This design comes from an exercise in tuning for small area and a short achievable clock period on the open sky130 flow, not from production work.
No functional check of the RTL was part of any run shown here.

## flow/design.v (module list and top-level ports; edited modules follow where they fit)
// module MAF: 3538 lines
module MAF(
    input clk,
    input  [31:0] A, B, C,
    input  [1:0]  func,
    output [63:0] Result
    );
  // ...
==> flow/flow/run.sh <==
#!/bin/bash
# Standard ORFS layout with two changes:
#  - synthesis runs `synth -noabc` (the quick generic ABC pass inside synth is
#    skipped), so extract_fa sees the RTL's XOR/majority structure and maps
#    full adders without the inverters it otherwise puts around them;
#  - extra make variables from flow/make_args.txt (e.g. the port buffer cell).
# Each tool's output goes to its own log here and under orfs/logs.
set -euo pipefail
here=$(pwd)
sed '1s/yosys synth -nofsm -noshare/yosys synth -nofsm -noshare -noabc/' synth_recipe.tcl > my_synth.tcl
grep -q -- '-noabc' my_synth.tcl
sed "s#SYNTH_SCRIPT=[^ ]*#SYNTH_SCRIPT=$here/my_synth.tcl#" standard.sh > my_standard.sh
grep -q "SYNTH_SCRIPT=$here/my_synth.tcl" my_standard.sh
extra=()
if [[ -f flow/make_args.txt ]]; then
  while IFS= read -r line; do [[ -n "$line" ]] && extra+=("$line"); done < flow/make_args.txt
fi
bash my_standard.sh "${extra[@]}" synth > synth.log 2>&1
bash my_standard.sh "${extra[@]}" finish > layout.log 2>&1
test -f out/final.def
==> flow/flow/make_args.txt <==
BUFFER_PORTS_ARGS=-buffer_cell sky130_fd_sc_hd__buf_4
==> flow/standard.sh <==
#!/bin/bash
# synth_recipe.tcl (not shown) runs the flow's synth.tcl, then flattens the netlist and writes it again
# the make line also repeats each setting of config.mk as NAME=value (left out here)
make -C /OpenROAD-flow-scripts/flow DESIGN_CONFIG=/design/flow/config.mk WORK_HOME=/design/flow/orfs CLKGATE_MAP_FILE= SYNTH_SCRIPT=/design/flow/synth_recipe.tcl "${@:-finish}"
==> flow/config.mk <==
export PLATFORM = sky130hd
export DESIGN_NAME = MAF
export DESIGN_NICKNAME = MAF
export VERILOG_FILES = /design/flow/design.v
export SDC_FILE = /design/flow/constraint.sdc
export NUM_CORES = 4
export LEC_CHECK = 0
export CAP_MARGIN = 20
export CORE_MARGIN = 2
export CORE_UTILIZATION = 40
export SETUP_SLACK_MARGIN = 3.9
export SLEW_MARGIN = 20
==> flow/constraint.sdc <==
create_clock -name core_clock -period 10.0 [get_ports {clk}]
set_input_delay 2.0000 -clock core_clock [delete_from_list [all_inputs] [get_ports {clk}]]
set_output_delay 2.0000 -clock core_clock [all_outputs]
set_load 0.01 [all_outputs]
==> flow_metrics.env, run 1 <==
export IMPL_status="finished clean"
export IMPL_grt_met1_usage_pct=37.8
export IMPL_max_clock_freq_mhz=165
export IMPL_wl_met3_um=14300
export IMPL_synth_compound_area_share_pct=19.4
export IMPL_track_usage_pct=29.6
export IMPL_postCtsResizedCells=20
export IMPL_crit_cells=10
export IMPL_syn_inst=2906
export IMPL_ys_seq_area_share_pct=9.08
export IMPL_antenna_found_initial=1
export IMPL_synth_cell_types=61
export IMPL_post_cts_setup_buffer_count=3
export IMPL_seqCellArea_um2=2560
export IMPL_synthMuxAreaShare_pct=0.0355
export IMPL_io_buffer_count=162
export IMPL_critical_path_cell_chain="buf_6, nor2b_4, buf_4, xnor2_1, fa_1, fa_1, fa_1, fa_1, fa_1, fa_1"
export IMPL_finalWeightedCongestion=0.908
export IMPL_final_area_um2=30900
export IMPL_initial_core_util_pct=40.4
export IMPL_multi_input_area_um2=24400
export IMPL_cts_sinks=128
export IMPL_fp_dieW_um=270
export IMPL_synth_edf_count=0
export IMPL_post_dp_hpwl_um=72700
export IMPL_yosys_cell_count_top_type="xnor2_1"
==> run 2: changes to the inputs <==
--- a/flow/design.v
+++ b/flow/design.v
@@ -1,14 +1,14 @@
 `timescale 1ns / 1ps
 module MAF(
     input clk,
     input  [31:0] A, B, C,
     input  [1:0]  func,
-    output [63:0] Result
+    output reg [63:0] Result
     );
     wire s1;
     wire c2;
     wire s3;
     wire c4;
     wire s5;
     wire c6;
     wire s7;
@@ -1148,17 +1148,16 @@
     wire s1141;
     wire c1142;
     wire s1143;
     wire c1144;
     wire s1145;
     wire c1146;
     wire s1147;
     wire c1148;
-    reg [63:0] r_a, r_b;
     wire pg1149;
     wire pg1150;
     wire pp1151;
     wire pg1152;
     wire pp1153;
     wire pg1154;
     wire pp1155;
     wire pg1156;
@@ -1797,58 +1796,58 @@
     wire one14 = bx[29] ^ bx[28];
     wire two14 = (bx[30] & ~bx[29] & ~bx[28]) | (~bx[30] & bx[29] & bx[28]);
     wire neg14 = bx[30];
     wire [32:0] pp14 = (({1'b0, A} & {33{one14}}) | ({A, 1'b0} & {33{two14}})) ^ {33{neg14}};
     wire one15 = bx[31] ^ bx[30];
     wire two15 = (bx[32] & ~bx[31] & ~bx[30]) | (~bx[32] & bx[31] & bx[30]);
     wire neg15 = bx[32];
     wire [32:0] pp15 = (({1'b0, A} & {33{one15}}) | ({A, 1'b0} & {33{two15}})) ^ {33{neg15}};
-    assign s1 = neg11 ^ ce[22];
-    assign c2 = neg11 & ce[22];
+    assign s1 = ce[22] ^ neg11;
+    assign c2 = ce[22] & neg11;
     assign s3 = ce[23] ^ pp0[23];
     assign c4 = ce[23] & pp0[23];
-    assign s5 = neg12 ^ ce[24] ^ pp0[24];
-    assign c6 = (neg12 & ce[24]) | (neg12 & pp0[24]) | (ce[24] & pp0[24]);
+    assign s5 = ce[24] ^ neg12 ^ pp0[24];
+    assign c6 = (ce[24] & neg12) | (ce[24] & pp0[24]) | (neg12 & pp0[24]);
     assign s7 = pp1[22] ^ pp2[20];
     assign c8 = pp1[22] & pp2[20];
     assign s9 = ce[25] ^ pp0[25] ^ pp1[23];
     assign c10 = (ce[25] & pp0[25]) | (ce[25] & pp1[23]) | (pp0[25] & pp1[23]);
     assign s11 = pp2[21] ^ pp3[19];
     assign c12 = pp2[21] & pp3[19];
-    assign s13 = neg13 ^ ce[26] ^ pp0[26];
-    assign c14 = (neg13 & ce[26]) | (neg13 & pp0[26]) | (ce[26] & pp0[26]);
+    assign s13 = ce[26] ^ neg13 ^ pp0[26];
+    assign c14 = (ce[26] & neg13) | (ce[26] & pp0[26]) | (neg13 & pp0[26]);
     assign s15 = pp1[24] ^ pp2[22] ^ pp3[20];
     assign c16 = (pp1[24] & pp2[22]) | (pp1[24] & pp3[20]) | (pp2[22] & pp3[20]);
     assign s17 = pp4[18] ^ pp5[16];
     assign c18 = pp4[18] & pp5[16];
     assign s19 = ce[27] ^ pp0[27] ^ pp1[25];
     assign c20 = (ce[27] & pp0[27]) | (ce[27] & pp1[25]) | (pp0[27] & pp1[25]);
     assign s21 = pp2[23] ^ pp3[21] ^ pp4[19];
     assign c22 = (pp2[23] & pp3[21]) | (pp2[23] & pp4[19]) | (pp3[21] & pp4[19]);
     assign s23 = pp5[17] ^ pp6[15];
     assign c24 = pp5[17] & pp6[15];
-    assign s25 = neg14 ^ ce[28] ^ pp0[28];
-    assign c26 = (neg14 & ce[28]) | (neg14 & pp0[28]) | (ce[28] & pp0[28]);
+    assign s25 = ce[28] ^ neg14 ^ pp0[28];
+    assign c26 = (ce[28] & neg14) | (ce[28] & pp0[28]) | (neg14 & pp0[28]);
     assign s27 = pp1[26] ^ pp2[24] ^ pp3[22];
     assign c28 = (pp1[26] & pp2[24]) | (pp1[26] & pp3[22]) | (pp2[24] & pp3[22]);
     assign s29 = pp4[20] ^ pp5[18] ^ pp6[16];
     assign c30 = (pp4[20] & pp5[18]) | (pp4[20] & pp6[16]) | (pp5[18] & pp6[16]);
     assign s31 = pp7[14] ^ pp8[12];
     assign c32 = pp7[14] & pp8[12];
     assign s33 = ce[29] ^ pp0[29] ^ pp1[27];
     assign c34 = (ce[29] & pp0[29]) | (ce[29] & pp1[27]) | (pp0[29] & pp1[27]);
     assign s35 = pp2[25] ^ pp3[23] ^ pp4[21];
     assign c36 = (pp2[25] & pp3[23]) | (pp2[25] & pp4[21]) | (pp3[23] & pp4[21]);
     assign s37 = pp5[19] ^ pp6[17] ^ pp7[15];
     assign c38 = (pp5[19] & pp6[17]) | (pp5[19] & pp7[15]) | (pp6[17] & pp7[15]);
     assign s39 = pp8[13] ^ pp9[11];
     assign c40 = pp8[13] & pp9[11];
-    assign s41 = neg15 ^ ce[30] ^ pp0[30];
-    assign c42 = (neg15 & ce[30]) | (neg15 & pp0[30]) | (ce[30] & pp0[30]);
+    assign s41 = ce[30] ^ neg15 ^ pp0[30];
+    assign c42 = (ce[30] & neg15) | (ce[30] & pp0[30]) | (neg15 & pp0[30]);
     assign s43 = pp1[28] ^ pp2[26] ^ pp3[24];
     assign c44 = (pp1[28] & pp2[26]) | (pp1[28] & pp3[24]) | (pp2[26] & pp3[24]);
     assign s45 = pp4[22] ^ pp5[20] ^ pp6[18];
     assign c46 = (pp4[22] & pp5[20]) | (pp4[22] & pp6[18]) | (pp5[20] & pp6[18]);
     assign s47 = pp7[16] ^ pp8[14] ^ pp9[12];
     assign c48 = (pp7[16] & pp8[14]) | (pp7[16] & pp9[12]) | (pp8[14] & pp9[12]);
     assign s49 = pp10[10] ^ pp11[8];
     assign c50 = pp10[10] & pp11[8];
@@ -1937,64 +1936,64 @@
     assign s133 = (A[9] & bx[32]) ^ (A[8] & bx[32]) ^ ~neg4;
     assign c134 = ((A[9] & bx[32]) & (A[8] & bx[32])) | ((A[9] & bx[32]) & ~neg4) | ((A[8] & bx[32]) & ~neg4);
     assign s135 = pp5[31] ^ pp6[29];
     assign c136 = pp5[31] & pp6[29];
     assign s137 = ~((A[10] & bx[32])) ^ pp5[32];
     assign c138 = ~((A[10] & bx[32])) & pp5[32];
     assign s139 = (A[11] & bx[32]) ^ (A[10] & bx[32]);
     assign c140 = (A[11] & bx[32]) & (A[10] & bx[32]);
-    assign s141 = neg7 ^ ce[14];
-    assign c142 = neg7 & ce[14];
+    assign s141 = ce[14] ^ neg7;
+    assign c142 = ce[14] & neg7;
     assign s143 = ce[15] ^ pp0[15];
     assign c144 = ce[15] & pp0[15];
-    assign s145 = neg8 ^ ce[16] ^ pp0[16];
-    assign c146 = (neg8 & ce[16]) | (neg8 & pp0[16]) | (ce[16] & pp0[16]);
+    assign s145 = ce[16] ^ neg8 ^ pp0[16];
+    assign c146 = (ce[16] & neg8) | (ce[16] & pp0[16]) | (neg8 & pp0[16]);
     assign s147 = pp1[14] ^ pp2[12];
     assign c148 = pp1[14] & pp2[12];
     assign s149 = ce[17] ^ pp0[17] ^ pp1[15];
     assign c150 = (ce[17] & pp0[17]) | (ce[17] & pp1[15]) | (pp0[17] & pp1[15]);
     assign s151 = pp2[13] ^ pp3[11];
     assign c152 = pp2[13] & pp3[11];
-    assign s153 = neg9 ^ ce[18] ^ pp0[18];
-    assign c154 = (neg9 & ce[18]) | (neg9 & pp0[18]) | (ce[18] & pp0[18]);
+    assign s153 = ce[18] ^ neg9 ^ pp0[18];
+    assign c154 = (ce[18] & neg9) | (ce[18] & pp0[18]) | (neg9 & pp0[18]);
     assign s155 = pp1[16] ^ pp2[14] ^ pp3[12];
     assign c156 = (pp1[16] & pp2[14]) | (pp1[16] & pp3[12]) | (pp2[14] & pp3[12]);
     assign s157 = pp4[10] ^ pp5[8];
     assign c158 = pp4[10] & pp5[8];
     assign s159 = ce[19] ^ pp0[19] ^ pp1[17];
     assign c160 = (ce[19] & pp0[19]) | (ce[19] & pp1[17]) | (pp0[19] & pp1[17]);
     assign s161 = pp2[15] ^ pp3[13] ^ pp4[11];
     assign c162 = (pp2[15] & pp3[13]) | (pp2[15] & pp4[11]) | (pp3[13] & pp4[11]);
     assign s163 = pp5[9] ^ pp6[7];
     assign c164 = pp5[9] & pp6[7];
-    assign s165 = neg10 ^ ce[20] ^ pp0[20];
-    assign c166 = (neg10 & ce[20]) | (neg10 & pp0[20]) | (ce[20] & pp0[20]);
+    assign s165 = ce[20] ^ neg10 ^ pp0[20];
+    assign c166 = (ce[20] & neg10) | (ce[20] & pp0[20]) | (neg10 & pp0[20]);
     assign s167 = pp1[18] ^ pp2[16] ^ pp3[14];
     assign c168 = (pp1[18] & pp2[16]) | (pp1[18] & pp3[14]) | (pp2[16] & pp3[14]);
     assign s169 = pp4[12] ^ pp5[10] ^ pp6[8];
     assign c170 = (pp4[12] & pp5[10]) | (pp4[12] & pp6[8]) | (pp5[10] & pp6[8]);
     assign s171 = pp7[6] ^ pp8[4];
     assign c172 = pp7[6] & pp8[4];
     assign s173 = ce[21] ^ pp0[21] ^ pp1[19];
     assign c174 = (ce[21] & pp0[21]) | (ce[21] & pp1[19]) | (pp0[21] & pp1[19]);
     assign s175 = pp2[17] ^ pp3[15] ^ pp4[13];
     assign c176 = (pp2[17] & pp3[15]) | (pp2[17] & pp4[13]) | (pp3[15] & pp4[13]);
     assign s177 = pp5[11] ^ pp6[9] ^ pp7[7];
     assign c178 = (pp5[11] & pp6[9]) | (pp5[11] & pp7[7]) | (pp6[9] & pp7[7]);
     assign s179 = pp8[5] ^ pp9[3];
     assign c180 = pp8[5] & pp9[3];
-    assign s181 = pp0[22] ^ pp1[20] ^ pp2[18];
-    assign c182 = (pp0[22] & pp1[20]) | (pp0[22] & pp2[18]) | (pp1[20] & pp2[18]);
-    assign s183 = pp3[16] ^ pp4[14] ^ pp5[12];
-    assign c184 = (pp3[16] & pp4[14]) | (pp3[16] & pp5[12]) | (pp4[14] & pp5[12]);
-    assign s185 = pp6[10] ^ pp7[8] ^ pp8[6];
-    assign c186 = (pp6[10] & pp7[8]) | (pp6[10] & pp8[6]) | (pp7[8] & pp8[6]);
-    assign s187 = pp9[4] ^ pp10[2] ^ pp11[0];
-    assign c188 = (pp9[4] & pp10[2]) | (pp9[4] & pp11[0]) | (pp10[2] & pp11[0]);
+    assign s181 = s1 ^ pp0[22] ^ pp1[20];
+    assign c182 = (s1 & pp0[22]) | (s1 & pp1[20]) | (pp0[22] & pp1[20]);
+    assign s183 = pp2[18] ^ pp3[16] ^ pp4[14];
+    assign c184 = (pp2[18] & pp3[16]) | (pp2[18] & pp4[14]) | (pp3[16] & pp4[14]);
+    assign s185 = pp5[12] ^ pp6[10] ^ pp7[8];
+    assign c186 = (pp5[12] & pp6[10]) | (pp5[12] & pp7[8]) | (pp6[10] & pp7[8]);
+    assign s187 = pp8[6] ^ pp9[4] ^ pp10[2];
+    assign c188 = (pp8[6] & pp9[4]) | (pp8[6] & pp10[2]) | (pp9[4] & pp10[2]);
     assign s189 = c2 ^ pp1[21] ^ pp2[19];
     assign c190 = (c2 & pp1[21]) | (c2 & pp2[19]) | (pp1[21] & pp2[19]);
     assign s191 = pp3[17] ^ pp4[15] ^ pp5[13];
     assign c192 = (pp3[17] & pp4[15]) | (pp3[17] & pp5[13]) | (pp4[15] & pp5[13]);
     assign s193 = pp6[11] ^ pp7[9] ^ pp8[7];
     assign c194 = (pp6[11] & pp7[9]) | (pp6[11] & pp8[7]) | (pp7[9] & pp8[7]);
     assign s195 = pp9[5] ^ pp10[3] ^ pp11[1];
     assign c196 = (pp9[5] & pp10[3]) | (pp9[5] & pp11[1]) | (pp10[3] & pp11[1]);
@@ -2193,46 +2192,46 @@
     assign s389 = (A[17] & bx[32]) ^ (A[16] & bx[32]) ^ ~neg8;
     assign c390 = ((A[17] & bx[32]) & (A[16] & bx[32])) | ((A[17] & bx[32]) & ~neg8) | ((A[16] & bx[32]) & ~neg8);
     assign s391 = pp9[31] ^ pp10[29];
     assign c392 = pp9[31] & pp10[29];
     assign s393 = ~((A[18] & bx[32])) ^ pp9[32];
     assign c394 = ~((A[18] & bx[32])) & pp9[32];
     assign s395 = (A[19] & bx[32]) ^ (A[18] & bx[32]);
     assign c396 = (A[19] & bx[32]) & (A[18] & bx[32]);
-    assign s397 = neg4 ^ ce[8];
-    assign c398 = neg4 & ce[8];
+    assign s397 = ce[8] ^ neg4;
+    assign c398 = ce[8] & neg4;
     assign s399 = ce[9] ^ pp0[9];
     assign c400 = ce[9] & pp0[9];
-    assign s401 = neg5 ^ ce[10] ^ pp0[10];
-    assign c402 = (neg5 & ce[10]) | (neg5 & pp0[10]) | (ce[10] & pp0[10]);
+    assign s401 = ce[10] ^ neg5 ^ pp0[10];
+    assign c402 = (ce[10] & neg5) | (ce[10] & pp0[10]) | (neg5 & pp0[10]);
     assign s403 = pp1[8] ^ pp2[6];
     assign c404 = pp1[8] & pp2[6];
     assign s405 = ce[11] ^ pp0[11] ^ pp1[9];
     assign c406 = (ce[11] & pp0[11]) | (ce[11] & pp1[9]) | (pp0[11] & pp1[9]);
     assign s407 = pp2[7] ^ pp3[5];
     assign c408 = pp2[7] & pp3[5];
-    assign s409 = neg6 ^ ce[12] ^ pp0[12];
-    assign c410 = (neg6 & ce[12]) | (neg6 & pp0[12]) | (ce[12] & pp0[12]);
+    assign s409 = ce[12] ^ neg6 ^ pp0[12];
+    assign c410 = (ce[12] & neg6) | (ce[12] & pp0[12]) | (neg6 & pp0[12]);
     assign s411 = pp1[10] ^ pp2[8] ^ pp3[6];
     assign c412 = (pp1[10] & pp2[8]) | (pp1[10] & pp3[6]) | (pp2[8] & pp3[6]);
     assign s413 = pp4[4] ^ pp5[2];
     assign c414 = pp4[4] & pp5[2];
     assign s415 = ce[13] ^ pp0[13] ^ pp1[11];
     assign c416 = (ce[13] & pp0[13]) | (ce[13] & pp1[11]) | (pp0[13] & pp1[11]);
     assign s417 = pp2[9] ^ pp3[7] ^ pp4[5];
     assign c418 = (pp2[9] & pp3[7]) | (pp2[9] & pp4[5]) | (pp3[7] & pp4[5]);
     assign s419 = pp5[3] ^ pp6[1];
     assign c420 = pp5[3] & pp6[1];
-    assign s421 = pp0[14] ^ pp1[12] ^ pp2[10];
-    assign c422 = (pp0[14] & pp1[12]) | (pp0[14] & pp2[10]) | (pp1[12] & pp2[10]);
-    assign s423 = pp3[8] ^ pp4[6] ^ pp5[4];
-    assign c424 = (pp3[8] & pp4[6]) | (pp3[8] & pp5[4]) | (pp4[6] & pp5[4]);
-    assign s425 = pp6[2] ^ pp7[0] ^ s141;
-    assign c426 = (pp6[2] & pp7[0]) | (pp6[2] & s141) | (pp7[0] & s141);
+    assign s421 = s141 ^ pp0[14] ^ pp1[12];
+    assign c422 = (s141 & pp0[14]) | (s141 & pp1[12]) | (pp0[14] & pp1[12]);
+    assign s423 = pp2[10] ^ pp3[8] ^ pp4[6];
+    assign c424 = (pp2[10] & pp3[8]) | (pp2[10] & pp4[6]) | (pp3[8] & pp4[6]);
+    assign s425 = pp5[4] ^ pp6[2] ^ pp7[0];
+    assign c426 = (pp5[4] & pp6[2]) | (pp5[4] & pp7[0]) | (pp6[2] & pp7[0]);
     assign s427 = c142 ^ pp1[13] ^ pp2[11];
     assign c428 = (c142 & pp1[13]) | (c142 & pp2[11]) | (pp1[13] & pp2[11]);
     assign s429 = pp3[9] ^ pp4[7] ^ pp5[5];
     assign c430 = (pp3[9] & pp4[7]) | (pp3[9] & pp5[5]) | (pp4[7] & pp5[5]);
     assign s431 = pp6[3] ^ pp7[1] ^ s143;
     assign c432 = (pp6[3] & pp7[1]) | (pp6[3] & s143) | (pp7[1] & s143);
     assign s433 = pp3[10] ^ pp4[8] ^ pp5[6];
     assign c434 = (pp3[10] & pp4[8]) | (pp3[10] & pp5[6]) | (pp4[8] & pp5[6]);
@@ -2265,18 +2264,18 @@
     assign s461 = c162 ^ s167 ^ s169;
     assign c462 = (c162 & s167) | (c162 & s169) | (s167 & s169);
     assign s463 = pp10[1] ^ c172 ^ s179;
     assign c464 = (pp10[1] & c172) | (pp10[1] & s179) | (c172 & s179);
     assign s465 = c166 ^ c168 ^ c170;
     assign c466 = (c166 & c168) | (c166 & c170) | (c168 & c170);
     assign s467 = s173 ^ s175 ^ s177;
     assign c468 = (s173 & s175) | (s173 & s177) | (s175 & s177);
-    assign s469 = s1 ^ c180 ^ c174;
-    assign c470 = (s1 & c180) | (s1 & c174) | (c180 & c174);
+    assign s469 = pp11[0] ^ c180 ^ c174;
+    assign c470 = (pp11[0] & c180) | (pp11[0] & c174) | (c180 & c174);
     assign s471 = c176 ^ c178 ^ s181;
     assign c472 = (c176 & c178) | (c176 & s181) | (c178 & s181);
     assign s473 = s183 ^ s185 ^ s187;
     assign c474 = (s183 & s185) | (s183 & s187) | (s185 & s187);
     assign s475 = s3 ^ c182 ^ c184;
     assign c476 = (s3 & c182) | (s3 & c184) | (c182 & c184);
     assign s477 = c186 ^ c188 ^ s189;
     assign c478 = (c186 & c188) | (c186 & s189) | (c188 & s189);
@@ -2469,32 +2468,32 @@
     assign s665 = (A[23] & bx[32]) ^ (A[22] & bx[32]) ^ ~neg11;
     assign c666 = ((A[23] & bx[32]) & (A[22] & bx[32])) | ((A[23] & bx[32]) & ~neg11) | ((A[22] & bx[32]) & ~neg11);
     assign s667 = pp12[31] ^ pp13[29];
     assign c668 = pp12[31] & pp13[29];
     assign s669 = ~((A[24] & bx[32])) ^ pp12[32];
     assign c670 = ~((A[24] & bx[32])) & pp12[32];
     assign s671 = (A[25] & bx[32]) ^ (A[24] & bx[32]);
     assign c672 = (A[25] & bx[32]) & (A[24] & bx[32]);
-    assign s673 = neg2 ^ ce[4];
-    assign c674 = neg2 & ce[4];
+    assign s673 = ce[4] ^ neg2;
+    assign c674 = ce[4] & neg2;
     assign s675 = ce[5] ^ pp0[5];
     assign c676 = ce[5] & pp0[5];
-    assign s677 = neg3 ^ ce[6] ^ pp0[6];
-    assign c678 = (neg3 & ce[6]) | (neg3 & pp0[6]) | (ce[6] & pp0[6]);
+    assign s677 = ce[6] ^ neg3 ^ pp0[6];
+    assign c678 = (ce[6] & neg3) | (ce[6] & pp0[6]) | (neg3 & pp0[6]);
     assign s679 = pp1[4] ^ pp2[2];
     assign c680 = pp1[4] & pp2[2];
     assign s681 = ce[7] ^ pp0[7] ^ pp1[5];
     assign c682 = (ce[7] & pp0[7]) | (ce[7] & pp1[5]) | (pp0[7] & pp1[5]);
     assign s683 = pp2[3] ^ pp3[1];
     assign c684 = pp2[3] & pp3[1];
-    assign s685 = pp0[8] ^ pp1[6] ^ pp2[4];
-    assign c686 = (pp0[8] & pp1[6]) | (pp0[8] & pp2[4]) | (pp1[6] & pp2[4]);
-    assign s687 = pp3[2] ^ pp4[0] ^ s397;
-    assign c688 = (pp3[2] & pp4[0]) | (pp3[2] & s397) | (pp4[0] & s397);
+    assign s685 = s397 ^ pp0[8] ^ pp1[6];
+    assign c686 = (s397 & pp0[8]) | (s397 & pp1[6]) | (pp0[8] & pp1[6]);
+    assign s687 = pp2[4] ^ pp3[2] ^ pp4[0];
+    assign c688 = (pp2[4] & pp3[2]) | (pp2[4] & pp4[0]) | (pp3[2] & pp4[0]);
     assign s689 = c398 ^ pp1[7] ^ pp2[5];
     assign c690 = (c398 & pp1[7]) | (c398 & pp2[5]) | (pp1[7] & pp2[5]);
     assign s691 = pp3[3] ^ pp4[1] ^ s399;
     assign c692 = (pp3[3] & pp4[1]) | (pp3[3] & s399) | (pp4[1] & s399);
     assign s693 = pp3[4] ^ pp4[2] ^ pp5[0];
     assign c694 = (pp3[4] & pp4[2]) | (pp3[4] & pp5[0]) | (pp4[2] & pp5[0]);
     assign s695 = c400 ^ s403 ^ s401;
     assign c696 = (c400 & s403) | (c400 & s401) | (s403 & s401);
@@ -2693,22 +2692,22 @@
     assign s889 = (A[27] & bx[32]) ^ (A[26] & bx[32]) ^ ~neg13;
     assign c890 = ((A[27] & bx[32]) & (A[26] & bx[32])) | ((A[27] & bx[32]) & ~neg13) | ((A[26] & bx[32]) & ~neg13);
     assign s891 = pp14[31] ^ pp15[29];
     assign c892 = pp14[31] & pp15[29];
     assign s893 = ~((A[28] & bx[32])) ^ pp14[32];
     assign c894 = ~((A[28] & bx[32])) & pp14[32];
     assign s895 = (A[29] & bx[32]) ^ (A[28] & bx[32]);
     assign c896 = (A[29] & bx[32]) & (A[28] & bx[32]);
-    assign s897 = neg1 ^ ce[2];
-    assign c898 = neg1 & ce[2];
+    assign s897 = ce[2] ^ neg1;
+    assign c898 = ce[2] & neg1;
     assign s899 = ce[3] ^ pp0[3];
     assign c900 = ce[3] & pp0[3];
-    assign s901 = pp0[4] ^ pp1[2] ^ pp2[0];
-    assign c902 = (pp0[4] & pp1[2]) | (pp0[4] & pp2[0]) | (pp1[2] & pp2[0]);
+    assign s901 = s673 ^ pp0[4] ^ pp1[2];
+    assign c902 = (s673 & pp0[4]) | (s673 & pp1[2]) | (pp0[4] & pp1[2]);
     assign s903 = c674 ^ pp1[3] ^ pp2[1];
     assign c904 = (c674 & pp1[3]) | (c674 & pp2[1]) | (pp1[3] & pp2[1]);
     assign s905 = pp3[0] ^ c676 ^ s679;
     assign c906 = (pp3[0] & c676) | (pp3[0] & s679) | (c676 & s679);
     assign s907 = c680 ^ s683 ^ c678;
     assign c908 = (c680 & s683) | (c680 & c678) | (s683 & c678);
     assign s909 = c684 ^ c682 ^ s685;
     assign c910 = (c684 & c682) | (c684 & s685) | (c682 & s685);
@@ -2817,26 +2816,26 @@
     assign s1013 = c890 ^ pp15[30] ^ c892;
     assign c1014 = (c890 & pp15[30]) | (c890 & c892) | (pp15[30] & c892);
     assign s1015 = ~neg14 ^ s895 ^ pp15[31];
     assign c1016 = (~neg14 & s895) | (~neg14 & pp15[31]) | (s895 & pp15[31]);
     assign s1017 = ~((A[30] & bx[32])) ^ c896;
     assign c1018 = ~((A[30] & bx[32])) & c896;
     assign s1019 = (A[31] & bx[32]) ^ (A[30] & bx[32]);
     assign c1020 = (A[31] & bx[32]) & (A[30] & bx[32]);
-    assign s1021 = neg0 ^ ce[0];
-    assign c1022 = neg0 & ce[0];
+    assign s1021 = ce[0] ^ neg0;
+    assign c1022 = ce[0] & neg0;
     assign s1023 = ce[1] ^ pp0[1];
     assign c1024 = ce[1] & pp0[1];
-    assign s1025 = pp0[2] ^ pp1[0] ^ s897;
-    assign c1026 = (pp0[2] & pp1[0]) | (pp0[2] & s897) | (pp1[0] & s897);
+    assign s1025 = s897 ^ pp0[2] ^ pp1[0];
+    assign c1026 = (s897 & pp0[2]) | (s897 & pp1[0]) | (pp0[2] & pp1[0]);
     assign s1027 = c898 ^ pp1[1] ^ s899;
     assign c1028 = (c898 & pp1[1]) | (c898 & s899) | (pp1[1] & s899);
-    assign s1029 = s673 ^ c900 ^ s901;
-    assign c1030 = (s673 & c900) | (s673 & s901) | (c900 & s901);
+    assign s1029 = pp2[0] ^ c900 ^ s901;
+    assign c1030 = (pp2[0] & c900) | (pp2[0] & s901) | (c900 & s901);
     assign s1031 = s675 ^ c902 ^ s903;
     assign c1032 = (s675 & c902) | (s675 & s903) | (c902 & s903);
     assign s1033 = s677 ^ c904 ^ s905;
     assign c1034 = (s677 & c904) | (s677 & s905) | (c904 & s905);
     assign s1035 = s681 ^ c906 ^ s907;
     assign c1036 = (s681 & c906) | (s681 & s907) | (c906 & s907);
     assign s1037 = s687 ^ c908 ^ s909;
     assign c1038 = (s687 & c908) | (s687 & s909) | (c908 & s909);
@@ -2947,145 +2946,144 @@
     assign s1143 = c894 ^ s1015 ^ c1014;
     assign c1144 = (c894 & s1015) | (c894 & c1014) | (s1015 & c1014);
     assign s1145 = s1017 ^ pp15[32] ^ c1016;
     assign c1146 = (s1017 & pp15[32]) | (s1017 & c1016) | (pp15[32] & c1016);
     assign s1147 = ~neg15 ^ s1019 ^ c1018;
     assign c1148 = (~neg15 & s1019) | (~neg15 & c1018) | (s1019 & c1018);
     wire [63:0] ra = {c1146, c1144, c1142, c1140, c1138, c1136, c1134, c1132, c1130, c1128, c1126, c1124, c1122, c1120, c1118, c1116, c1114, c1112, c1110, c1108, c1106, c1104, c1102, c1100, c1098, c1096, c1094, c1092, c1090, c1088, c1086, c1084, c1082, c1080, c1078, c1076, c1074, c1072, c1070, c1068, c1066, c1064, c1062, c1060, c1058, c1056, c1054, c1052, c1050, c1048, c1046, c1044, c1042, c1040, c1038, c1036, c1034, c1032, c1030, c1028, c1026, c1024, c1022, s1021};
     wire [63:0] rb = {s1147, s1145, s1143, s1141, s1139, s1137, s1135, s1133, s1131, s1129, s1127, s1125, s1123, s1121, s1119, s1117, s1115, s1113, s1111, s1109, s1107, s1105, s1103, s1101, s1099, s1097, s1095, s1093, s1091, s1089, s1087, s1085, s1083, s1081, s1079, s1077, s1075, s1073, s1071, s1069, s1067, s1065, s1063, s1061, s1059, s1057, s1055, s1053, s1051, s1049, s1047, s1045, s1043, s1041, s1039, s1037, s1035, s1033, s1031, s1029, s1027, s1025, s1023, pp0[0]};
-    always @(posedge clk) begin r_a <= ra[63:0]; r_b <= rb[63:0]; end
-    wire [63:0] hi_g = r_a[63:0] & r_b[63:0];
-    wire [63:0] hi_p = r_a[63:0] ^ r_b[63:0];
-    assign pg1149 = hi_g[1] | (hi_p[1] & hi_g[0]);
-    assign pg1150 = hi_g[2] | (hi_p[2] & hi_g[1]);
-    assign pp1151 = hi_p[2] & hi_p[1];
-    assign pg1152 = hi_g[3] | (hi_p[3] & hi_g[2]);
-    assign pp1153 = hi_p[3] & hi_p[2];
-    assign pg1154 = hi_g[4] | (hi_p[4] & hi_g[3]);
-    assign pp1155 = hi_p[4] & hi_p[3];
-    assign pg1156 = hi_g[5] | (hi_p[5] & hi_g[4]);
-    assign pp1157 = hi_p[5] & hi_p[4];
-    assign pg1158 = hi_g[6] | (hi_p[6] & hi_g[5]);
-    assign pp1159 = hi_p[6] & hi_p[5];
-    assign pg1160 = hi_g[7] | (hi_p[7] & hi_g[6]);
-    assign pp1161 = hi_p[7] & hi_p[6];
-    assign pg1162 = hi_g[8] | (hi_p[8] & hi_g[7]);
-    assign pp1163 = hi_p[8] & hi_p[7];
-    assign pg1164 = hi_g[9] | (hi_p[9] & hi_g[8]);
-    assign pp1165 = hi_p[9] & hi_p[8];
-    assign pg1166 = hi_g[10] | (hi_p[10] & hi_g[9]);
-    assign pp1167 = hi_p[10] & hi_p[9];
-    assign pg1168 = hi_g[11] | (hi_p[11] & hi_g[10]);
-    assign pp1169 = hi_p[11] & hi_p[10];
-    assign pg1170 = hi_g[12] | (hi_p[12] & hi_g[11]);
-    assign pp1171 = hi_p[12] & hi_p[11];
-    assign pg1172 = hi_g[13] | (hi_p[13] & hi_g[12]);
-    assign pp1173 = hi_p[13] & hi_p[12];
-    assign pg1174 = hi_g[14] | (hi_p[14] & hi_g[13]);
-    assign pp1175 = hi_p[14] & hi_p[13];
-    assign pg1176 = hi_g[15] | (hi_p[15] & hi_g[14]);
-    assign pp1177 = hi_p[15] & hi_p[14];
-    assign pg1178 = hi_g[16] | (hi_p[16] & hi_g[15]);
-    assign pp1179 = hi_p[16] & hi_p[15];
-    assign pg1180 = hi_g[17] | (hi_p[17] & hi_g[16]);
-    assign pp1181 = hi_p[17] & hi_p[16];
-    assign pg1182 = hi_g[18] | (hi_p[18] & hi_g[17]);
-    assign pp1183 = hi_p[18] & hi_p[17];
-    assign pg1184 = hi_g[19] | (hi_p[19] & hi_g[18]);
-    assign pp1185 = hi_p[19] & hi_p[18];
-    assign pg1186 = hi_g[20] | (hi_p[20] & hi_g[19]);
-    assign pp1187 = hi_p[20] & hi_p[19];
-    assign pg1188 = hi_g[21] | (hi_p[21] & hi_g[20]);
-    assign pp1189 = hi_p[21] & hi_p[20];
-    assign pg1190 = hi_g[22] | (hi_p[22] & hi_g[21]);
-    assign pp1191 = hi_p[22] & hi_p[21];
-    assign pg1192 = hi_g[23] | (hi_p[23] & hi_g[22]);
-    assign pp1193 = hi_p[23] & hi_p[22];
-    assign pg1194 = hi_g[24] | (hi_p[24] & hi_g[23]);
-    assign pp1195 = hi_p[24] & hi_p[23];
-    assign pg1196 = hi_g[25] | (hi_p[25] & hi_g[24]);
-    assign pp1197 = hi_p[25] & hi_p[24];
-    assign pg1198 = hi_g[26] | (hi_p[26] & hi_g[25]);
-    assign pp1199 = hi_p[26] & hi_p[25];
-    assign pg1200 = hi_g[27] | (hi_p[27] & hi_g[26]);
-    assign pp1201 = hi_p[27] & hi_p[26];
-    assign pg1202 = hi_g[28] | (hi_p[28] & hi_g[27]);
-    assign pp1203 = hi_p[28] & hi_p[27];
-    assign pg1204 = hi_g[29] | (hi_p[29] & hi_g[28]);
-    assign pp1205 = hi_p[29] & hi_p[28];
-    assign pg1206 = hi_g[30] | (hi_p[30] & hi_g[29]);
-    assign pp1207 = hi_p[30] & hi_p[29];
-    assign pg1208 = hi_g[31] | (hi_p[31] & hi_g[30]);
-    assign pp1209 = hi_p[31] & hi_p[30];
-    assign pg1210 = hi_g[32] | (hi_p[32] & hi_g[31]);
-    assign pp1211 = hi_p[32] & hi_p[31];
-    assign pg1212 = hi_g[33] | (hi_p[33] & hi_g[32]);
-    assign pp1213 = hi_p[33] & hi_p[32];
-    assign pg1214 = hi_g[34] | (hi_p[34] & hi_g[33]);
-    assign pp1215 = hi_p[34] & hi_p[33];
-    assign pg1216 = hi_g[35] | (hi_p[35] & hi_g[34]);
-    assign pp1217 = hi_p[35] & hi_p[34];
-    assign pg1218 = hi_g[36] | (hi_p[36] & hi_g[35]);
-    assign pp1219 = hi_p[36] & hi_p[35];
-    assign pg1220 = hi_g[37] | (hi_p[37] & hi_g[36]);
-    assign pp1221 = hi_p[37] & hi_p[36];
-    assign pg1222 = hi_g[38] | (hi_p[38] & hi_g[37]);
-    assign pp1223 = hi_p[38] & hi_p[37];
-    assign pg1224 = hi_g[39] | (hi_p[39] & hi_g[38]);
-    assign pp1225 = hi_p[39] & hi_p[38];
-    assign pg1226 = hi_g[40] | (hi_p[40] & hi_g[39]);
-    assign pp1227 = hi_p[40] & hi_p[39];
-    assign pg1228 = hi_g[41] | (hi_p[41] & hi_g[40]);
-    assign pp1229 = hi_p[41] & hi_p[40];
-    assign pg1230 = hi_g[42] | (hi_p[42] & hi_g[41]);
-    assign pp1231 = hi_p[42] & hi_p[41];
-    assign pg1232 = hi_g[43] | (hi_p[43] & hi_g[42]);
-    assign pp1233 = hi_p[43] & hi_p[42];
-    assign pg1234 = hi_g[44] | (hi_p[44] & hi_g[43]);
-    assign pp1235 = hi_p[44] & hi_p[43];
-    assign pg1236 = hi_g[45] | (hi_p[45] & hi_g[44]);
-    assign pp1237 = hi_p[45] & hi_p[44];
-    assign pg1238 = hi_g[46] | (hi_p[46] & hi_g[45]);
-    assign pp1239 = hi_p[46] & hi_p[45];
-    assign pg1240 = hi_g[47] | (hi_p[47] & hi_g[46]);
-    assign pp1241 = hi_p[47] & hi_p[46];
-    assign pg1242 = hi_g[48] | (hi_p[48] & hi_g[47]);
-    assign pp1243 = hi_p[48] & hi_p[47];
-    assign pg1244 = hi_g[49] | (hi_p[49] & hi_g[48]);
-    assign pp1245 = hi_p[49] & hi_p[48];
-    assign pg1246 = hi_g[50] | (hi_p[50] & hi_g[49]);
-    assign pp1247 = hi_p[50] & hi_p[49];
-    assign pg1248 = hi_g[51] | (hi_p[51] & hi_g[50]);
-    assign pp1249 = hi_p[51] & hi_p[50];
-    assign pg1250 = hi_g[52] | (hi_p[52] & hi_g[51]);
-    assign pp1251 = hi_p[52] & hi_p[51];
-    assign pg1252 = hi_g[53] | (hi_p[53] & hi_g[52]);
-    assign pp1253 = hi_p[53] & hi_p[52];
-    assign pg1254 = hi_g[54] | (hi_p[54] & hi_g[53]);
-    assign pp1255 = hi_p[54] & hi_p[53];
-    assign pg1256 = hi_g[55] | (hi_p[55] & hi_g[54]);
-    assign pp1257 = hi_p[55] & hi_p[54];
-    assign pg1258 = hi_g[56] | (hi_p[56] & hi_g[55]);
-    assign pp1259 = hi_p[56] & hi_p[55];
-    assign pg1260 = hi_g[57] | (hi_p[57] & hi_g[56]);
-    assign pp1261 = hi_p[57] & hi_p[56];
-    assign pg1262 = hi_g[58] | (hi_p[58] & hi_g[57]);
-    assign pp1263 = hi_p[58] & hi_p[57];
-    assign pg1264 = hi_g[59] | (hi_p[59] & hi_g[58]);
-    assign pp1265 = hi_p[59] & hi_p[58];
-    assign pg1266 = hi_g[60] | (hi_p[60] & hi_g[59]);
-    assign pp1267 = hi_p[60] & hi_p[59];
-    assign pg1268 = hi_g[61] | (hi_p[61] & hi_g[60]);
-    assign pp1269 = hi_p[61] & hi_p[60];
-    assign pg1270 = hi_g[62] | (hi_p[62] & hi_g[61]);
-    assign pp1271 = hi_p[62] & hi_p[61];
-    assign pg1272 = hi_g[63] | (hi_p[63] & hi_g[62]);
-    assign pp1273 = hi_p[63] & hi_p[62];
-    assign pg1274 = pg1150 | (pp1151 & hi_g[0]);
+    wire [63:0] fa_g = ra[63:0] & rb[63:0];
+    wire [63:0] fa_p = ra[63:0] ^ rb[63:0];
+    assign pg1149 = fa_g[1] | (fa_p[1] & fa_g[0]);
+    assign pg1150 = fa_g[2] | (fa_p[2] & fa_g[1]);
+    assign pp1151 = fa_p[2] & fa_p[1];
+    assign pg1152 = fa_g[3] | (fa_p[3] & fa_g[2]);
+    assign pp1153 = fa_p[3] & fa_p[2];
+    assign pg1154 = fa_g[4] | (fa_p[4] & fa_g[3]);
+    assign pp1155 = fa_p[4] & fa_p[3];
+    assign pg1156 = fa_g[5] | (fa_p[5] & fa_g[4]);
+    assign pp1157 = fa_p[5] & fa_p[4];
+    assign pg1158 = fa_g[6] | (fa_p[6] & fa_g[5]);
+    assign pp1159 = fa_p[6] & fa_p[5];
+    assign pg1160 = fa_g[7] | (fa_p[7] & fa_g[6]);
+    assign pp1161 = fa_p[7] & fa_p[6];
+    assign pg1162 = fa_g[8] | (fa_p[8] & fa_g[7]);
+    assign pp1163 = fa_p[8] & fa_p[7];
+    assign pg1164 = fa_g[9] | (fa_p[9] & fa_g[8]);
+    assign pp1165 = fa_p[9] & fa_p[8];
+    assign pg1166 = fa_g[10] | (fa_p[10] & fa_g[9]);
+    assign pp1167 = fa_p[10] & fa_p[9];
+    assign pg1168 = fa_g[11] | (fa_p[11] & fa_g[10]);
+    assign pp1169 = fa_p[11] & fa_p[10];
+    assign pg1170 = fa_g[12] | (fa_p[12] & fa_g[11]);
+    assign pp1171 = fa_p[12] & fa_p[11];
+    assign pg1172 = fa_g[13] | (fa_p[13] & fa_g[12]);
+    assign pp1173 = fa_p[13] & fa_p[12];
+    assign pg1174 = fa_g[14] | (fa_p[14] & fa_g[13]);
+    assign pp1175 = fa_p[14] & fa_p[13];
+    assign pg1176 = fa_g[15] | (fa_p[15] & fa_g[14]);
+    assign pp1177 = fa_p[15] & fa_p[14];
+    assign pg1178 = fa_g[16] | (fa_p[16] & fa_g[15]);
+    assign pp1179 = fa_p[16] & fa_p[15];
+    assign pg1180 = fa_g[17] | (fa_p[17] & fa_g[16]);
+    assign pp1181 = fa_p[17] & fa_p[16];
+    assign pg1182 = fa_g[18] | (fa_p[18] & fa_g[17]);
+    assign pp1183 = fa_p[18] & fa_p[17];
+    assign pg1184 = fa_g[19] | (fa_p[19] & fa_g[18]);
+    assign pp1185 = fa_p[19] & fa_p[18];
+    assign pg1186 = fa_g[20] | (fa_p[20] & fa_g[19]);
+    assign pp1187 = fa_p[20] & fa_p[19];
+    assign pg1188 = fa_g[21] | (fa_p[21] & fa_g[20]);
+    assign pp1189 = fa_p[21] & fa_p[20];
+    assign pg1190 = fa_g[22] | (fa_p[22] & fa_g[21]);
+    assign pp1191 = fa_p[22] & fa_p[21];
+    assign pg1192 = fa_g[23] | (fa_p[23] & fa_g[22]);
+    assign pp1193 = fa_p[23] & fa_p[22];
+    assign pg1194 = fa_g[24] | (fa_p[24] & fa_g[23]);
+    assign pp1195 = fa_p[24] & fa_p[23];
+    assign pg1196 = fa_g[25] | (fa_p[25] & fa_g[24]);
+    assign pp1197 = fa_p[25] & fa_p[24];
+    assign pg1198 = fa_g[26] | (fa_p[26] & fa_g[25]);
+    assign pp1199 = fa_p[26] & fa_p[25];
+    assign pg1200 = fa_g[27] | (fa_p[27] & fa_g[26]);
+    assign pp1201 = fa_p[27] & fa_p[26];
+    assign pg1202 = fa_g[28] | (fa_p[28] & fa_g[27]);
+    assign pp1203 = fa_p[28] & fa_p[27];
+    assign pg1204 = fa_g[29] | (fa_p[29] & fa_g[28]);
+    assign pp1205 = fa_p[29] & fa_p[28];
+    assign pg1206 = fa_g[30] | (fa_p[30] & fa_g[29]);
+    assign pp1207 = fa_p[30] & fa_p[29];
+    assign pg1208 = fa_g[31] | (fa_p[31] & fa_g[30]);
+    assign pp1209 = fa_p[31] & fa_p[30];
+    assign pg1210 = fa_g[32] | (fa_p[32] & fa_g[31]);
+    assign pp1211 = fa_p[32] & fa_p[31];
+    assign pg1212 = fa_g[33] | (fa_p[33] & fa_g[32]);
+    assign pp1213 = fa_p[33] & fa_p[32];
+    assign pg1214 = fa_g[34] | (fa_p[34] & fa_g[33]);
+    assign pp1215 = fa_p[34] & fa_p[33];
+    assign pg1216 = fa_g[35] | (fa_p[35] & fa_g[34]);
+    assign pp1217 = fa_p[35] & fa_p[34];
+    assign pg1218 = fa_g[36] | (fa_p[36] & fa_g[35]);
+    assign pp1219 = fa_p[36] & fa_p[35];
+    assign pg1220 = fa_g[37] | (fa_p[37] & fa_g[36]);
+    assign pp1221 = fa_p[37] & fa_p[36];
+    assign pg1222 = fa_g[38] | (fa_p[38] & fa_g[37]);
+    assign pp1223 = fa_p[38] & fa_p[37];
+    assign pg1224 = fa_g[39] | (fa_p[39] & fa_g[38]);
+    assign pp1225 = fa_p[39] & fa_p[38];
+    assign pg1226 = fa_g[40] | (fa_p[40] & fa_g[39]);
+    assign pp1227 = fa_p[40] & fa_p[39];
+    assign pg1228 = fa_g[41] | (fa_p[41] & fa_g[40]);
+    assign pp1229 = fa_p[41] & fa_p[40];
+    assign pg1230 = fa_g[42] | (fa_p[42] & fa_g[41]);
+    assign pp1231 = fa_p[42] & fa_p[41];
+    assign pg1232 = fa_g[43] | (fa_p[43] & fa_g[42]);
+    assign pp1233 = fa_p[43] & fa_p[42];
+    assign pg1234 = fa_g[44] | (fa_p[44] & fa_g[43]);
+    assign pp1235 = fa_p[44] & fa_p[43];
+    assign pg1236 = fa_g[45] | (fa_p[45] & fa_g[44]);
+    assign pp1237 = fa_p[45] & fa_p[44];
+    assign pg1238 = fa_g[46] | (fa_p[46] & fa_g[45]);
+    assign pp1239 = fa_p[46] & fa_p[45];
+    assign pg1240 = fa_g[47] | (fa_p[47] & fa_g[46]);
+    assign pp1241 = fa_p[47] & fa_p[46];
+    assign pg1242 = fa_g[48] | (fa_p[48] & fa_g[47]);
+    assign pp1243 = fa_p[48] & fa_p[47];
+    assign pg1244 = fa_g[49] | (fa_p[49] & fa_g[48]);
+    assign pp1245 = fa_p[49] & fa_p[48];
+    assign pg1246 = fa_g[50] | (fa_p[50] & fa_g[49]);
+    assign pp1247 = fa_p[50] & fa_p[49];
+    assign pg1248 = fa_g[51] | (fa_p[51] & fa_g[50]);
+    assign pp1249 = fa_p[51] & fa_p[50];
+    assign pg1250 = fa_g[52] | (fa_p[52] & fa_g[51]);
+    assign pp1251 = fa_p[52] & fa_p[51];
+    assign pg1252 = fa_g[53] | (fa_p[53] & fa_g[52]);
+    assign pp1253 = fa_p[53] & fa_p[52];
+    assign pg1254 = fa_g[54] | (fa_p[54] & fa_g[53]);
+    assign pp1255 = fa_p[54] & fa_p[53];
+    assign pg1256 = fa_g[55] | (fa_p[55] & fa_g[54]);
+    assign pp1257 = fa_p[55] & fa_p[54];
+    assign pg1258 = fa_g[56] | (fa_p[56] & fa_g[55]);
+    assign pp1259 = fa_p[56] & fa_p[55];
+    assign pg1260 = fa_g[57] | (fa_p[57] & fa_g[56]);
+    assign pp1261 = fa_p[57] & fa_p[56];
+    assign pg1262 = fa_g[58] | (fa_p[58] & fa_g[57]);
+    assign pp1263 = fa_p[58] & fa_p[57];
+    assign pg1264 = fa_g[59] | (fa_p[59] & fa_g[58]);
+    assign pp1265 = fa_p[59] & fa_p[58];
+    assign pg1266 = fa_g[60] | (fa_p[60] & fa_g[59]);
+    assign pp1267 = fa_p[60] & fa_p[59];
+    assign pg1268 = fa_g[61] | (fa_p[61] & fa_g[60]);
+    assign pp1269 = fa_p[61] & fa_p[60];
+    assign pg1270 = fa_g[62] | (fa_p[62] & fa_g[61]);
+    assign pp1271 = fa_p[62] & fa_p[61];
+    assign pg1272 = fa_g[63] | (fa_p[63] & fa_g[62]);
+    assign pp1273 = fa_p[63] & fa_p[62];
+    assign pg1274 = pg1150 | (pp1151 & fa_g[0]);
     assign pg1275 = pg1152 | (pp1153 & pg1149);
     assign pg1276 = pg1154 | (pp1155 & pg1150);
     assign pp1277 = pp1155 & pp1151;
     assign pg1278 = pg1156 | (pp1157 & pg1152);
     assign pp1279 = pp1157 & pp1153;
     assign pg1280 = pg1158 | (pp1159 & pg1154);
     assign pp1281 = pp1159 & pp1155;
     assign pg1282 = pg1160 | (pp1161 & pg1156);
@@ -3197,17 +3195,17 @@
     assign pg1388 = pg1266 | (pp1267 & pg1262);
     assign pp1389 = pp1267 & pp1263;
     assign pg1390 = pg1268 | (pp1269 & pg1264);
     assign pp1391 = pp1269 & pp1265;
     assign pg1392 = pg1270 | (pp1271 & pg1266);
     assign pp1393 = pp1271 & pp1267;
     assign pg1394 = pg1272 | (pp1273 & pg1268);
     assign pp1395 = pp1273 & pp1269;
-    assign pg1396 = pg1276 | (pp1277 & hi_g[0]);
+    assign pg1396 = pg1276 | (pp1277 & fa_g[0]);
     assign pg1397 = pg1278 | (pp1279 & pg1149);
     assign pg1398 = pg1280 | (pp1281 & pg1274);
     assign pg1399 = pg1282 | (pp1283 & pg1275);
     assign pg1400 = pg1284 | (pp1285 & pg1276);
     assign pp1401 = pp1285 & pp1277;
     assign pg1402 = pg1286 | (pp1287 & pg1278);
     assign pp1403 = pp1287 & pp1279;
     assign pg1404 = pg1288 | (pp1289 & pg1280);
@@ -3313,17 +3311,17 @@
     assign pg1504 = pg1388 | (pp1389 & pg1380);
     assign pp1505 = pp1389 & pp1381;
     assign pg1506 = pg1390 | (pp1391 & pg1382);
     assign pp1507 = pp1391 & pp1383;
     assign pg1508 = pg1392 | (pp1393 & pg1384);
     assign pp1509 = pp1393 & pp1385;
     assign pg1510 = pg1394 | (pp1395 & pg1386);
     assign pp1511 = pp1395 & pp1387;
-    assign pg1512 = pg1400 | (pp1401 & hi_g[0]);
+    assign pg1512 = pg1400 | (pp1401 & fa_g[0]);
     assign pg1513 = pg1402 | (pp1403 & pg1149);
     assign pg1514 = pg1404 | (pp1405 & pg1274);
     assign pg1515 = pg1406 | (pp1407 & pg1275);
     assign pg1516 = pg1408 | (pp1409 & pg1396);
     assign pg1517 = pg1410 | (pp1411 & pg1397);
     assign pg1518 = pg1412 | (pp1413 & pg1398);
     assign pg1519 = pg1414 | (pp1415 & pg1399);
     assign pg1520 = pg1416 | (pp1417 & pg1400);
@@ -3417,17 +3415,17 @@
     assign pg1608 = pg1504 | (pp1505 & pg1488);
     assign pp1609 = pp1505 & pp1489;
     assign pg1610 = pg1506 | (pp1507 & pg1490);
     assign pp1611 = pp1507 & pp1491;
     assign pg1612 = pg1508 | (pp1509 & pg1492);
     assign pp1613 = pp1509 & pp1493;
     assign pg1614 = pg1510 | (pp1511 & pg1494);
     assign pp1615 = pp1511 & pp1495;
-    assign pg1616 = pg1520 | (pp1521 & hi_g[0]);
+    assign pg1616 = pg1520 | (pp1521 & fa_g[0]);
     assign pg1617 = pg1522 | (pp1523 & pg1149);
     assign pg1618 = pg1524 | (pp1525 & pg1274);
     assign pg1619 = pg1526 | (pp1527 & pg1275);
     assign pg1620 = pg1528 | (pp1529 & pg1396);
     assign pg1621 = pg1530 | (pp1531 & pg1397);
     assign pg1622 = pg1532 | (pp1533 & pg1398);
     assign pg1623 = pg1534 | (pp1535 & pg1399);
     assign pg1624 = pg1536 | (pp1537 & pg1512);
@@ -3497,17 +3495,17 @@
     assign pg1688 = pg1608 | (pp1609 & pg1576);
     assign pp1689 = pp1609 & pp1577;
     assign pg1690 = pg1610 | (pp1611 & pg1578);
     assign pp1691 = pp1611 & pp1579;
     assign pg1692 = pg1612 | (pp1613 & pg1580);
     assign pp1693 = pp1613 & pp1581;
     assign pg1694 = pg1614 | (pp1615 & pg1582);
     assign pp1695 = pp1615 & pp1583;
-    assign pg1696 = pg1632 | (pp1633 & hi_g[0]);
+    assign pg1696 = pg1632 | (pp1633 & fa_g[0]);
     assign pg1697 = pg1634 | (pp1635 & pg1149);
     assign pg1698 = pg1636 | (pp1637 & pg1274);
     assign pg1699 = pg1638 | (pp1639 & pg1275);
     assign pg1700 = pg1640 | (pp1641 & pg1396);
     assign pg1701 = pg1642 | (pp1643 & pg1397);
     assign pg1702 = pg1644 | (pp1645 & pg1398);
     assign pg1703 = pg1646 | (pp1647 & pg1399);
     assign pg1704 = pg1648 | (pp1649 & pg1512);
@@ -3529,11 +3527,12 @@
     assign pg1720 = pg1680 | (pp1681 & pg1624);
     assign pg1721 = pg1682 | (pp1683 & pg1625);
     assign pg1722 = pg1684 | (pp1685 & pg1626);
     assign pg1723 = pg1686 | (pp1687 & pg1627);
     assign pg1724 = pg1688 | (pp1689 & pg1628);
     assign pg1725 = pg1690 | (pp1691 & pg1629);
     assign pg1726 = pg1692 | (pp1693 & pg1630);
     assign pg1727 = pg1694 | (pp1695 & pg1631);
-    wire [63:0] hi_sum = hi_p ^ {pg1726, pg1725, pg1724, pg1723, pg1722, pg1721, pg1720, pg1719, pg1718, pg1717, pg1716, pg1715, pg1714, pg1713, pg1712, pg1711, pg1710, pg1709, pg1708, pg1707, pg1706, pg1705, pg1704, pg1703, pg1702, pg1701, pg1700, pg1699, pg1698, pg1697, pg1696, pg1631, pg1630, pg1629, pg1628, pg1627, pg1626, pg1625, pg1624, pg1623, pg1622, pg1621, pg1620, pg1619, pg1618, pg1617, pg1616, pg1519, pg1518, pg1517, pg1516, pg1515, pg1514, pg1513, pg1512, pg1399, pg1398, pg1397, pg1396, pg1275, pg1274, pg1149, hi_g[0], 1'b0};
-    assign Result = hi_sum;
+    wire [63:0] fa_sum = fa_p ^ {pg1726, pg1725, pg1724, pg1723, pg1722, pg1721, pg1720, pg1719, pg1718, pg1717, pg1716, pg1715, pg1714, pg1713, pg1712, pg1711, pg1710, pg1709, pg1708, pg1707, pg1706, pg1705, pg1704, pg1703, pg1702, pg1701, pg1700, pg1699, pg1698, pg1697, pg1696, pg1631, pg1630, pg1629, pg1628, pg1627, pg1626, pg1625, pg1624, pg1623, pg1622, pg1621, pg1620, pg1619, pg1618, pg1617, pg1616, pg1519, pg1518, pg1517, pg1516, pg1515, pg1514, pg1513, pg1512, pg1399, pg1398, pg1397, pg1396, pg1275, pg1274, pg1149, fa_g[0], 1'b0};
+    wire [63:0] sum = fa_sum;
+    always @(posedge clk) Result <= sum;
 endmodule
==> flow/config.mk (replaced) <==
export PLATFORM = sky130hd
export DESIGN_NAME = MAF
export DESIGN_NICKNAME = MAF
export VERILOG_FILES = /design/flow/design.v
export SDC_FILE = /design/flow/constraint.sdc
export NUM_CORES = 4
export LEC_CHECK = 0
export ABC_CLOCK_PERIOD_IN_PS = 1000
export CAP_MARGIN = 20
export CORE_MARGIN = 2
export CORE_UTILIZATION = 40
export SLEW_MARGIN = 20
==> run 2 against run 1 <==
- sequential share of layout area is 3.9 points lower
- flip-flop and latch count down 64
- synthesized cell count fell by 2.4%
- area after synthesis decreased by 4.4%
- via count shrank 2.6%
- cell count fell by 3.6%
- non-clock buffer count rose by 14
- setup slack lost 3300 ps
- highest routed layer is now met4
==> flow_metrics.env, run 2 <==
export IMPL_synth_ff_type="dfxtp_1"
export IMPL_drc=0
export IMPL_top_register="Result"
export IMPL_grt_pass1_wl_um=156000
export IMPL_max_slew_margin_pct=29.5
export IMPL_avgSynthCellArea_um2=9.51
export IMPL_seqCellArea_um2=1280
export IMPL_finalNonFillerCells=3633
export IMPL_nFillCells=6381
export IMPL_arrival_ps=9630
export IMPL_critPathLaunchType="input port"
export IMPL_layout_nets=3490
export IMPL_route_vias_total=23200
export IMPL_synthTopCellsByArea="fa_1, xnor2_1, a22oi_1"
export IMPL_final_cell_mix="xnor2_1, fa_1, a22oi_1"
export IMPL_worstMarginPinSlew_ps=1050
export IMPL_drtIter0Drc=2823
export IMPL_status="finished clean"
export IMPL_initial_core_util_pct=40.3
export IMPL_post_cts_setup_buffer_count=0
export IMPL_critical_path_cell_chain="buf_4, nor2b_4, inv_1, xnor2_1, fa_1, inv_1, fa_1, fa_1, fa_1, fa_1, fa_1, ha_1, nand4_1, or3_1, nor4_1, o21ai_1, nand3_1, a21oi_1, o31ai_1, xor2_1"
export IMPL_path_clk_slew_ps=70
export IMPL_h_tree_depth=3
export IMPL_antenna_found_initial=0
export IMPL_ctsHoldBuffers=0
export IMPL_worstSetupEndpointType="register"
export IMPL_track_usage_pct=29.9
export IMPL_finalWeightedCongestion=0.956
export IMPL_cp_slowest_cell="nor2b_4"
export IMPL_drive_above_1_share_pct=12.0
export IMPL_hold_viol_final=0
export IMPL_slew_violations=0
export IMPL_yosys_area_top_type="fa_1"
export IMPL_clock_root_buffer="clkbuf_16"
export IMPL_die_h_um=264
export IMPL_fin_crit_sh_pct=93.6
export IMPL_rsz0062_at_grt="false"
export IMPL_final_setup_tns_ps=0
export IMPL_critPathKind="input port to register"
export IMPL_dieArea_um2=69500
export IMPL_io_buffer_count=162
export IMPL_fp_coreArea_um2=66900
export IMPL_ys_warnings_count=1
export IMPL_crit_path_max_fanout=51
export IMPL_cpMostUsedCell="fa_1"
export IMPL_largest_register_ffs=64
export IMPL_ys_top_cells_by_count="xnor2_1, fa_1, a22oi_1"
export IMPL_yosys_area_top_type_share_pct=37.9
export IMPL_wl_per_cell_um=28.8
export IMPL_cts_inserted_buffers=9
export IMPL_fp_dieW_um=264
export IMPL_postCtsResizedCells=0
export IMPL_max_clock_freq_mhz=107
export IMPL_async_flop_share_pct=0
export IMPL_synth_edf_count=0
export IMPL_multi_input_area_um2=24200
export IMPL_hold_class="input port to register"
export IMPL_finalSetupViolCount=0
export IMPL_synth_cell_types=71
export IMPL_critPathRequiredTime_ps=10260
export IMPL_cap_violations=0
export IMPL_synth_ff_latch_count=64
export IMPL_whs_endpoint="Result[0]"
export IMPL_min_from="C[0]"
export IMPL_ys_seq_area_share_pct=4.75
export IMPL_dr_pass1_iters=6
export IMPL_io_pins=163
export IMPL_syn_cell_area_um2=27000
export IMPL_yosys_cell_count_top_type="xnor2_1"
export IMPL_area_growth_pct=7.88
export IMPL_post_dp_hpwl_um=75200
export IMPL_fin_crit_ps=9360
export IMPL_min_path_cells=4
export IMPL_cts_sinks=64
export IMPL_top_regs="Result (64)"
export IMPL_placementRows=95
export IMPL_synth_fp_nets=3571
export IMPL_grt_pass1_vias=24200
export IMPL_tritoncts="built"
export IMPL_grt_start_max_net_pins=52
export IMPL_ant_nets=0
export IMPL_crit_path_max_incr_delay_ps=920
export IMPL_routed_wl_um=104000
export IMPL_grt_overflow_total=0
export IMPL_clk_path_buf_depth=2
export IMPL_dp_cells=3617
export IMPL_syn_inst=2836
export IMPL_layout_commonest_cell="xnor2_1"
export IMPL_antenna_cells_inserted=0
export IMPL_viasPerCell=6.38
[run 2: cell count changes after synthesis, sizes merged, moves of 3 or more]
cell,before,now
clkbuf,279,273
a21oi,154,151
dfxtp,128,64
o21ai,36,40
[run 2: worst max path at each step]
stage / cells after the start / to / slack [ps] / start
floorplan: 21 / Result[63] / 1720 / func[0]
global placement: 20 / Result[62] / 410 / func[0]
detailed placement: 20 / Result[62] / 350 / func[0]
CTS: 20 / Result[62] / 800 / func[0]
global route: 20 / Result[62] / 420 / func[0]
finish: 20 / Result[62] / 640 / func[0]
[run 2: layout make-up]
class / count / area share [%]
clock buffers: 10 / 0.821
clock inverters: 6 / 0.228
inverters: 100 / 1.29
multi-input cells: 2341 / 83.3
flip-flops and latches: 64 / 4.40
well taps: 873 / 3.75
repair buffers: 239 / 6.21
[run 2: per-layer routing]
layer / routed length, µm / track usage [%]
met4: 7720 / 19.1
met3: 9770 / 6.51
met5: 0 / 0
met2: 47900 / 47.2
met1: 39000 / 37.1
[run 2: kinds of logic after synthesis]
family | share of synthesized area [%]
AND/OR/NAND/NOR | 6.38
flip-flops | 4.75
adder cells (fa/ha/maj) | 43.7
XOR/XNOR | 18.6
buffers and inverters | 6.13
AO/OA/AOI/OAI | 20.4
multiplexers | 0.0371
[run 2: worst max-delay path, delay by kind of cell]
kind                     cells  cell delay, ps
AO/OA/AOI/OAI                3            1020
XOR/XNOR                     2             370
adder cells (fa/ha/maj)      7            3350
buffers and inverters        3             690
AND/OR/NAND/NOR              5            2100
[run 2: through the flow]
| stage | util [%] | setup slack [ps] | hold slack (ps) | cell area, µm² |
|---|---|---|---|---|
| 4_1_cts | 43.5 | 795 | 2070 | 29100 |
| 3_3_place_gp | 43.0 | 409 | 2390 | 28800 |
| 6_report | 43.5 | 638 | 2070 | 29100 |
| 3_5_place_dp | 43.0 | 354 | 2390 | 28800 |
| 2_1_floorplan | - | 1720 | 2300 | 27000 |
| 5_1_grt | 43.5 | 425 | 2110 | 29100 |

what the ideal ports hide:
No port has a modelled driver above. Below, the same layouts with a new extraction and two added sets of constraints.
Step 1, drivers: a clkbuf_16 drives clk and a buf_2 each remaining input, both assumed.
Step 2 adds t to the input delays and takes it off the output delays; t is the mean of the earliest and latest rising clock arrival at the registers after step 1. Input paths then give back, and output paths get back, about the clock's delay inside the block.
Three values: ideal ports, drivers, drivers and shift; two values: the first two.
run | t (ns) | setup WS [ns] | worst setup path at the end
run 1 | 0.547 | 3.954 / 3.990 / 3.443 | input to register
run 2 | 0.473 | 0.638 / 0.681 / 0.208 | input to register
After both steps every run listed still meets setup and hold. The setup slack of run 1, which loses most, moves by +0.036 ns with the drivers and by -0.511 ns with both steps.
